From an optimization exercise on the open Yosys and OpenROAD flow, aimed at small area, a short achievable clock period and few clock cycles per item; shortcuts taken in it are not production practice.
Where RTL was checked, it was by simulation tests only, not by an equivalence proof against the original.

==> fjord: inputs <==
Design logarithm, start of the top module:
module logarithm #(
	parameter n = 16,
	parameter m = 24,
	parameter k = 5 ,
	parameter p = 24
) (
	input        clk  ,  
	input        reset,  
	input        start,
	input  [0:n] x    ,
	output [1:p] y    ,
	output       done
);
make LEC_CHECK=0 CAP_MARGIN=20 CORE_MARGIN=2 CORE_UTILIZATION=40 SETUP_SLACK_MARGIN=4.2 SLEW_MARGIN=60 SYNTH_HIERARCHICAL=1 SYNTH_MINIMUM_KEEP_SIZE=0 finish   # period 9.0 ns
run.sh (not shown) runs the stock make flow with config.mk's settings and CLKGATE_MAP_FILE= SYNTH_SCRIPT=/design/flow/synth_recipe.tcl, a recipe that flattens the netlist after the stock synthesis.
==> lagoon: changes against fjord <==
Settings changed: SETUP_SLACK_MARGIN 4.2 to 3.8.
==> comparison table <==
quantity                                                         fjord                 lagoon
Overall global routing resource usage                           21.06%                 20.97%
Detailed route wirelength on metal3                            1521 um                1392 um
Reg-to-Reg Start                                          f[7]$_DFF_P_          f[10]$_DFF_P_
CP Buf/Inv Count                                                     1                      3
Length in cells of the worst reg-to-reg path                        20                     18
Slew at the pin closest to its max-slew limit                0.5572 ns              0.5551 ns
DRT iter0 DRCs                                                     630                    526
Min setup slack post-route                                    4.389 ns               4.185 ns
Status                                        timing/DRC/antenna clean  timing/DRC/antenna clean
Final Routed Wirelength                                      30,650 um              29,060 um
Multi-input combinational cell area                     0.009148 sq mm         0.008970 sq mm
FILL cells                                                       2,577                  2,675
Stages on worst setup path                                          20                     18
WHS                                                          0.5395 ns              0.5398 ns
Synthesis-to-layout area growth                                 16.10%                 9.419%
Crit-path most repeated cell                   sky130_fd_sc_hd__xor2_1  sky130_fd_sc_hd__fa_1
Function was not checked in any run of this note: the RTL went through the layout flow alone.

* * *

==> inputs of exp/garnet <==
Another version of the RTL of logarithm (not shown whole).
clock: 9.0 ns
lec_check: 0
cap_margin: 20
core_margin: 2
core_utilization: 40
setup_slack_margin: 4.0
slew_margin: 60
synth_hierarchical: 1
synth_minimum_keep_size: 0
standard.sh (not shown) runs the stock make flow with config.mk's settings and CLKGATE_MAP_FILE= SYNTH_SCRIPT=/design/flow/synth_recipe.tcl, a recipe that flattens the netlist after the stock synthesis.
==> flow/flow/run.sh <==
#!/bin/bash
# Standard layout, with the smallest buffer on the ports instead of the
# delay buffer that buffer_ports picks by default.
set -e
export BUFFER_PORTS_ARGS="-buffer_cell sky130_fd_sc_hd__buf_1"
bash standard.sh finish > standard_flow.log 2>&1
==> exp/pepper (differences from exp/garnet) <==
--- a/flow/design.v
+++ b/flow/design.v
@@ -8,14 +8,15 @@
 	input        reset,  
 	input        start,
 	input  [0:n] x    ,
 	output [1:p] y    ,
 	output       done
 );
 	reg  [23:0] f;
+	reg  [24:0] r;           
 	wire s1;
 	wire c2;
 	wire s3;
 	wire c4;
 	wire s5;
 	wire c6;
 	wire s7;
@@ -1507,111 +1508,43 @@
 	log_xor u_sum46 (pp_[46], cy[46], t[46]);
 	log_xor u_sum47 (pp_[47], cy[47], t[47]);
 	log_xor u_sum48 (pp_[48], cy[48], t[48]);
 	log_xor u_sum49 (pp_[49], cy[49], t[49]);
 	assign t[23:0] = 24'd0;
 	wire [25:0] s  = t[49:24];
 	wire        b  = f >= 24'd6949351;
-	wire ge1 = f >= 24'd1518468;
-	wire ge2 = f >= 24'd3174369;
-	wire ge3 = f >= 24'd4980142;
-	wire ge4 = b;
-	wire ge5 = f >= 24'd9096789;
-	wire ge6 = f >= 24'd11438586;
-	wire ge7 = f >= 24'd13992335;
-	wire tb0 = ge4;
-	wire tb1 = (tb0 ? ge6 : ge2);
-	wire tb2 = (tb0 ? (tb1 ? ge7 : ge5) : (tb1 ? ge3 : ge1));
-	wire [2:0] tbits = {tb0, tb1, tb2};
-	reg  [21:0] sr;          
-	wire        dn = sr[21];
-	wire        sh = ~dn & b;      
-	wire        sk = ~dn & ~b;     
-	wire        hd = dn & ~start;  
-	wire [23:0] fh;
-	log_and u_hold0 (hd, f[0], fh[0]);
-	log_and u_hold1 (hd, f[1], fh[1]);
-	log_and u_hold2 (hd, f[2], fh[2]);
-	log_and u_hold3 (hd, f[3], fh[3]);
-	log_and u_hold4 (hd, f[4], fh[4]);
-	log_and u_hold5 (hd, f[5], fh[5]);
-	log_and u_hold6 (hd, f[6], fh[6]);
-	log_and u_hold7 (hd, f[7], fh[7]);
-	log_and u_hold8 (hd, f[8], fh[8]);
-	log_and u_hold9 (hd, f[9], fh[9]);
-	log_and u_hold10 (hd, f[10], fh[10]);
-	log_and u_hold11 (hd, f[11], fh[11]);
-	log_and u_hold12 (hd, f[12], fh[12]);
-	log_and u_hold13 (hd, f[13], fh[13]);
-	log_and u_hold14 (hd, f[14], fh[14]);
-	log_and u_hold15 (hd, f[15], fh[15]);
-	log_and u_hold16 (hd, f[16], fh[16]);
-	log_and u_hold17 (hd, f[17], fh[17]);
-	log_and u_hold18 (hd, f[18], fh[18]);
-	log_and u_hold19 (hd, f[19], fh[19]);
-	log_and u_hold20 (hd, f[20], fh[20]);
-	log_and u_hold21 (hd, f[21], fh[21]);
-	log_and u_hold22 (hd, f[22], fh[22]);
-	log_and u_hold23 (hd, f[23], fh[23]);
-	wire [23:0] fs;              
-	log_a22oi u_sel0 (sh, s[1], sk, s[0], fs[0]);
-	log_a22oi u_sel1 (sh, s[2], sk, s[1], fs[1]);
-	log_a22oi u_sel2 (sh, s[3], sk, s[2], fs[2]);
-	log_a22oi u_sel3 (sh, s[4], sk, s[3], fs[3]);
-	log_a22oi u_sel4 (sh, s[5], sk, s[4], fs[4]);
-	log_a22oi u_sel5 (sh, s[6], sk, s[5], fs[5]);
-	log_a22oi u_sel6 (sh, s[7], sk, s[6], fs[6]);
-	log_a22oi u_sel7 (sh, s[8], sk, s[7], fs[7]);
-	log_a22oi u_sel8 (sh, s[9], sk, s[8], fs[8]);
-	log_a22oi u_sel9 (sh, s[10], sk, s[9], fs[9]);
-	log_a22oi u_sel10 (sh, s[11], sk, s[10], fs[10]);
-	log_a22oi u_sel11 (sh, s[12], sk, s[11], fs[11]);
-	log_a22oi u_sel12 (sh, s[13], sk, s[12], fs[12]);
-	log_a22oi u_sel13 (sh, s[14], sk, s[13], fs[13]);
-	log_a22oi u_sel14 (sh, s[15], sk, s[14], fs[14]);
-	log_a22oi u_sel15 (sh, s[16], sk, s[15], fs[15]);
-	log_a22oi u_sel16 (sh, s[17], sk, s[16], fs[16]);
-	log_a22oi u_sel17 (sh, s[18], sk, s[17], fs[17]);
-	log_a22oi u_sel18 (sh, s[19], sk, s[18], fs[18]);
-	log_a22oi u_sel19 (sh, s[20], sk, s[19], fs[19]);
-	log_a22oi u_sel20 (sh, s[21], sk, s[20], fs[20]);
-	log_a22oi u_sel21 (sh, s[22], sk, s[21], fs[21]);
-	log_a22oi u_sel22 (sh, s[23], sk, s[22], fs[22]);
-	log_a22oi u_sel23 (sh, s[25], sk, s[23], fs[23]);
+	wire        ld = r[24];
+	wire        sh = ~ld & b;    
+	wire        sk = ~ld & ~b;   
 	always @(posedge clk)
-		f <= ~fs | fh | ({24{start & x[0]}} & {x[1:n], {(m-n){1'b0}}});
+		f <= ({24{sh}} & {s[25], s[23:1]}) | ({24{sk}} & s[23:0]) |
+		     ({24{ld}} & {x[1:n], {(m-n){1'b0}}});
 	always @(posedge clk or negedge reset) begin
 		if (~reset)
-			sr[21] <= 1'b1;
-		else if (start | ~dn)
-			sr[21] <= start ? 1'b0 : sr[20];
+			r[24] <= 1'b1;
+		else if (start | ~r[24])
+			r[24] <= start ? 1'b0 : r[23];
 	end
 	always @(posedge clk) begin
-		if (start | ~dn)
-			sr[20:0] <= start ? 21'd1 : {sr[19:0], b};
+		if (start | ~r[24])
+			r[23:0] <= start ? 24'd1 : {r[22:0], b & x[0]};
 	end
-	assign done = dn;
-	assign y    = {sr[20:0], tbits};
+	assign done = r[24];
+	assign y    = r[23:0];
 endmodule
 module log_fa (input a, input b, input c, output s, output co);
 	assign s  = a ^ b ^ c;
 	assign co = (a & b) | (a & c) | (b & c);
 endmodule
 module log_xor (input a, input b, output y);
 	assign y = a ^ b;
 endmodule
 module log_maj (input a, input b, input c, output y);
 	assign y = (a & b) | (a & c) | (b & c);
 endmodule
-module log_a22oi (input a, input b, input c, input d, output y);
-	assign y = ~((a & b) | (c & d));
-endmodule
-module log_and (input a, input b, output y);
-	assign y = a & b;
-endmodule
 module log_nand (input a, input b, output y);
 	assign y = ~(a & b);
 endmodule
 module log_nor (input a, input b, output y);
 	assign y = ~(a | b);
 endmodule
 module log_inv (input a, output y);
==> results.json <==
{
  "status": "timing/DRC/antenna clean",
  "core.rowCount": 60,
  "ff2ff_setup_slack_ns": 4.17
}
-- figures above: exp/garnet

==> results.json <==
{
  "ff2ff_setup_slack_ns": 4.17,
  "clock_cell_area_share": 0.0124,
  "core.rowCount": 58,
  "status": "timing/DRC/antenna clean",
  "finClkSkew_ns": 0.00962
}
-- figures above: exp/pepper

Testbench counts of exp/pepper, summed over its fixed seeds: cycles 41,600, items 1,600.
The RTL of exp/garnet was laid out without a check of its function.

* * *

==> run E <==
Another version of the RTL of logarithm (not shown whole).
clock: 9.0 ns
lec_check: 0
cap_margin: 20
core_margin: 2
core_utilization: 40
cts_buf_list: sky130_fd_sc_hd__clkbuf_4 sky130_fd_sc_hd__clkbuf_8
setup_slack_margin: 3.8
slew_margin: 60
synth_hierarchical: 1
synth_minimum_keep_size: 0
Scripts as last shown in full above: flow/flow/run.sh
==> run F (differences from run E) <==
--- a/flow/design.v
+++ b/flow/design.v
@@ -7,17 +7,16 @@
 	input        clk  ,  
 	input        reset,  
 	input        start,
 	input  [0:n] x    ,
 	output [1:p] y    ,
 	output       done
 );
 	reg  [23:0] f;
-	reg  [24:0] r;           
 	wire s1;
 	wire c2;
 	wire s3;
 	wire c4;
 	wire s5;
 	wire c6;
 	wire s7;
 	wire c8;
@@ -1662,45 +1661,113 @@
 	log_xor u_sum45 (pp_[45], cy[45], t[45]);
 	log_xor u_sum46 (pp_[46], cy[46], t[46]);
 	log_xor u_sum47 (pp_[47], cy[47], t[47]);
 	log_xor u_sum48 (pp_[48], cy[48], t[48]);
 	log_xor u_sum49 (pp_[49], cy[49], t[49]);
 	assign t[23:0] = 24'd0;
 	wire [25:0] s  = t[49:24];
 	wire        b  = f >= 24'd6949351;
-	wire        ld = r[24];
-	wire        sh = ~ld & b;    
-	wire        sk = ~ld & ~b;   
+	wire ge1 = f >= 24'd1518468;
+	wire ge2 = f >= 24'd3174369;
+	wire ge3 = f >= 24'd4980142;
+	wire ge4 = b;
+	wire ge5 = f >= 24'd9096789;
+	wire ge6 = f >= 24'd11438586;
+	wire ge7 = f >= 24'd13992335;
+	wire tb0 = ge4;
+	wire tb1 = (tb0 ? ge6 : ge2);
+	wire tb2 = (tb0 ? (tb1 ? ge7 : ge5) : (tb1 ? ge3 : ge1));
+	wire [2:0] tbits = {tb0, tb1, tb2};
+	reg  [21:0] sr;          
+	wire        dn = sr[21];
+	wire        sh = ~dn & b;      
+	wire        sk = ~dn & ~b;     
+	wire        hd = dn & ~start;  
+	wire [23:0] fh;
+	log_and u_hold0 (hd, f[0], fh[0]);
+	log_and u_hold1 (hd, f[1], fh[1]);
+	log_and u_hold2 (hd, f[2], fh[2]);
+	log_and u_hold3 (hd, f[3], fh[3]);
+	log_and u_hold4 (hd, f[4], fh[4]);
+	log_and u_hold5 (hd, f[5], fh[5]);
+	log_and u_hold6 (hd, f[6], fh[6]);
+	log_and u_hold7 (hd, f[7], fh[7]);
+	log_and u_hold8 (hd, f[8], fh[8]);
+	log_and u_hold9 (hd, f[9], fh[9]);
+	log_and u_hold10 (hd, f[10], fh[10]);
+	log_and u_hold11 (hd, f[11], fh[11]);
+	log_and u_hold12 (hd, f[12], fh[12]);
+	log_and u_hold13 (hd, f[13], fh[13]);
+	log_and u_hold14 (hd, f[14], fh[14]);
+	log_and u_hold15 (hd, f[15], fh[15]);
+	log_and u_hold16 (hd, f[16], fh[16]);
+	log_and u_hold17 (hd, f[17], fh[17]);
+	log_and u_hold18 (hd, f[18], fh[18]);
+	log_and u_hold19 (hd, f[19], fh[19]);
+	log_and u_hold20 (hd, f[20], fh[20]);
+	log_and u_hold21 (hd, f[21], fh[21]);
+	log_and u_hold22 (hd, f[22], fh[22]);
+	log_and u_hold23 (hd, f[23], fh[23]);
+	wire [23:0] fs;              
+	log_a22oi u_sel0 (sh, s[1], sk, s[0], fs[0]);
+	log_a22oi u_sel1 (sh, s[2], sk, s[1], fs[1]);
+	log_a22oi u_sel2 (sh, s[3], sk, s[2], fs[2]);
+	log_a22oi u_sel3 (sh, s[4], sk, s[3], fs[3]);
+	log_a22oi u_sel4 (sh, s[5], sk, s[4], fs[4]);
+	log_a22oi u_sel5 (sh, s[6], sk, s[5], fs[5]);
+	log_a22oi u_sel6 (sh, s[7], sk, s[6], fs[6]);
+	log_a22oi u_sel7 (sh, s[8], sk, s[7], fs[7]);
+	log_a22oi u_sel8 (sh, s[9], sk, s[8], fs[8]);
+	log_a22oi u_sel9 (sh, s[10], sk, s[9], fs[9]);
+	log_a22oi u_sel10 (sh, s[11], sk, s[10], fs[10]);
+	log_a22oi u_sel11 (sh, s[12], sk, s[11], fs[11]);
+	log_a22oi u_sel12 (sh, s[13], sk, s[12], fs[12]);
+	log_a22oi u_sel13 (sh, s[14], sk, s[13], fs[13]);
+	log_a22oi u_sel14 (sh, s[15], sk, s[14], fs[14]);
+	log_a22oi u_sel15 (sh, s[16], sk, s[15], fs[15]);
+	log_a22oi u_sel16 (sh, s[17], sk, s[16], fs[16]);
+	log_a22oi u_sel17 (sh, s[18], sk, s[17], fs[17]);
+	log_a22oi u_sel18 (sh, s[19], sk, s[18], fs[18]);
+	log_a22oi u_sel19 (sh, s[20], sk, s[19], fs[19]);
+	log_a22oi u_sel20 (sh, s[21], sk, s[20], fs[20]);
+	log_a22oi u_sel21 (sh, s[22], sk, s[21], fs[21]);
+	log_a22oi u_sel22 (sh, s[23], sk, s[22], fs[22]);
+	log_a22oi u_sel23 (sh, s[25], sk, s[23], fs[23]);
 	always @(posedge clk)
-		f <= ({24{sh}} & {s[25], s[23:1]}) | ({24{sk}} & s[23:0]) |
-		     ({24{ld}} & {x[1:n], {(m-n){1'b0}}});
+		f <= ~fs | fh | ({24{start & x[0]}} & {x[1:n], {(m-n){1'b0}}});
 	always @(posedge clk or negedge reset) begin
 		if (~reset)
-			r[24] <= 1'b1;
-		else if (start | ~r[24])
-			r[24] <= start ? 1'b0 : r[23];
+			sr[21] <= 1'b1;
+		else if (start | ~dn)
+			sr[21] <= start ? 1'b0 : sr[20];
 	end
 	always @(posedge clk) begin
-		if (start | ~r[24])
-			r[23:0] <= start ? 24'd1 : {r[22:0], b & x[0]};
+		if (start | ~dn)
+			sr[20:0] <= start ? 21'd1 : {sr[19:0], b};
 	end
-	assign done = r[24];
-	assign y    = r[23:0];
+	assign done = dn;
+	assign y    = {sr[20:0], tbits};
 endmodule
 module log_fa (input a, input b, input c, output s, output co);
 	assign s  = a ^ b ^ c;
 	assign co = (a & b) | (a & c) | (b & c);
 endmodule
 module log_xor (input a, input b, output y);
 	assign y = a ^ b;
 endmodule
 module log_maj (input a, input b, input c, output y);
 	assign y = (a & b) | (a & c) | (b & c);
 endmodule
+module log_a22oi (input a, input b, input c, input d, output y);
+	assign y = ~((a & b) | (c & d));
+endmodule
+module log_and (input a, input b, output y);
+	assign y = a & b;
+endmodule
 module log_nand (input a, input b, output y);
 	assign y = ~(a & b);
 endmodule
 module log_nor (input a, input b, output y);
 	assign y = ~(a | b);
 endmodule
 module log_inv (input a, output y);
 	assign y = ~a;
Settings changed: CTS_BUF_LIST sky130_fd_sc_hd__clkbuf_4 sky130_fd_sc_hd__clkbuf_8 to default, SETUP_SLACK_MARGIN 3.8 to 4.0.
==> qor summary <==
|  | run F | run E |
|---|---|---|
| Multi-input logic area | 9530 um2 | 8980 um2 |
| Final HPWL DP | 22500 um | 20500 um |
| Number of detailed-route iterations in the first pass | 5 | 6 |
| Result of the run | timing/DRC/antenna clean | timing/DRC/antenna clean |
| Filler Cell Count | 2795 | 2698 |
| Post-synthesis average cell area | 8.27 um2 | 8.23 um2 |
| Sequential share of cell area | 0.0942 | 0.109 |
| Number of flip-flops under the largest register name | 24 | 25 |
| Effective utilization at floorplan | 0.405 | 0.404 |
| Synth Instances | 1362 | 1313 |
| Instance area after placement | 11800 um2 | 11300 um2 |
| Clock slew at reported path FFs | 0.07 ns | 0.11 ns |
| #FFs+latches synth | 46 | 49 |
| Stages on the worst setup path | 8 | 17 |
| Met2 demand-to-capacity share in global routing | 0.383 | 0.365 |
| Final standard cell utilization of the core | 0.436 | 0.428 |
| Peak clock frequency supported by timing | 208 MHz | 208 MHz |
No functional check of the RTL was part of any run of this note.

## re-timing with driven ports
The flow's constraints put no driver on any port. The routed layouts listed below were extracted and timed again, unchanged, in two steps.
Step 1, drivers: a clkbuf_16 drives clk and a buf_2 each remaining input, both assumed.
Step 2, shift: input delay + t, output delay - t, t = (earliest + latest rising clock arrival at the registers) / 2. This alone moves slack from input paths to output paths.
a / b / c = ideal ports / drivers / drivers and shift; a / b = the first two.
run	t, ns	slack for setup (ns)	worst register clock-pin slew, ns	pins driven straight from the clock port
fjord	0.333	4.389 / 4.389 / 4.389	0.07 / 0.07	1
lagoon	0.333	4.185 / 4.185 / 4.185	0.07 / 0.07	1
exp/garnet	0.357	4.173 / 4.173 / 4.173	0.10 / 0.10	1
exp/pepper	0.326	4.173 / 4.173 / 4.173	0.07 / 0.07	1
run E	0.350	4.191 / 4.191 / 4.191	0.11 / 0.11	1
run F	0.345	4.198 / 4.158 / 4.261	0.07 / 0.07	1
After both steps setup and hold are still met in every run listed.
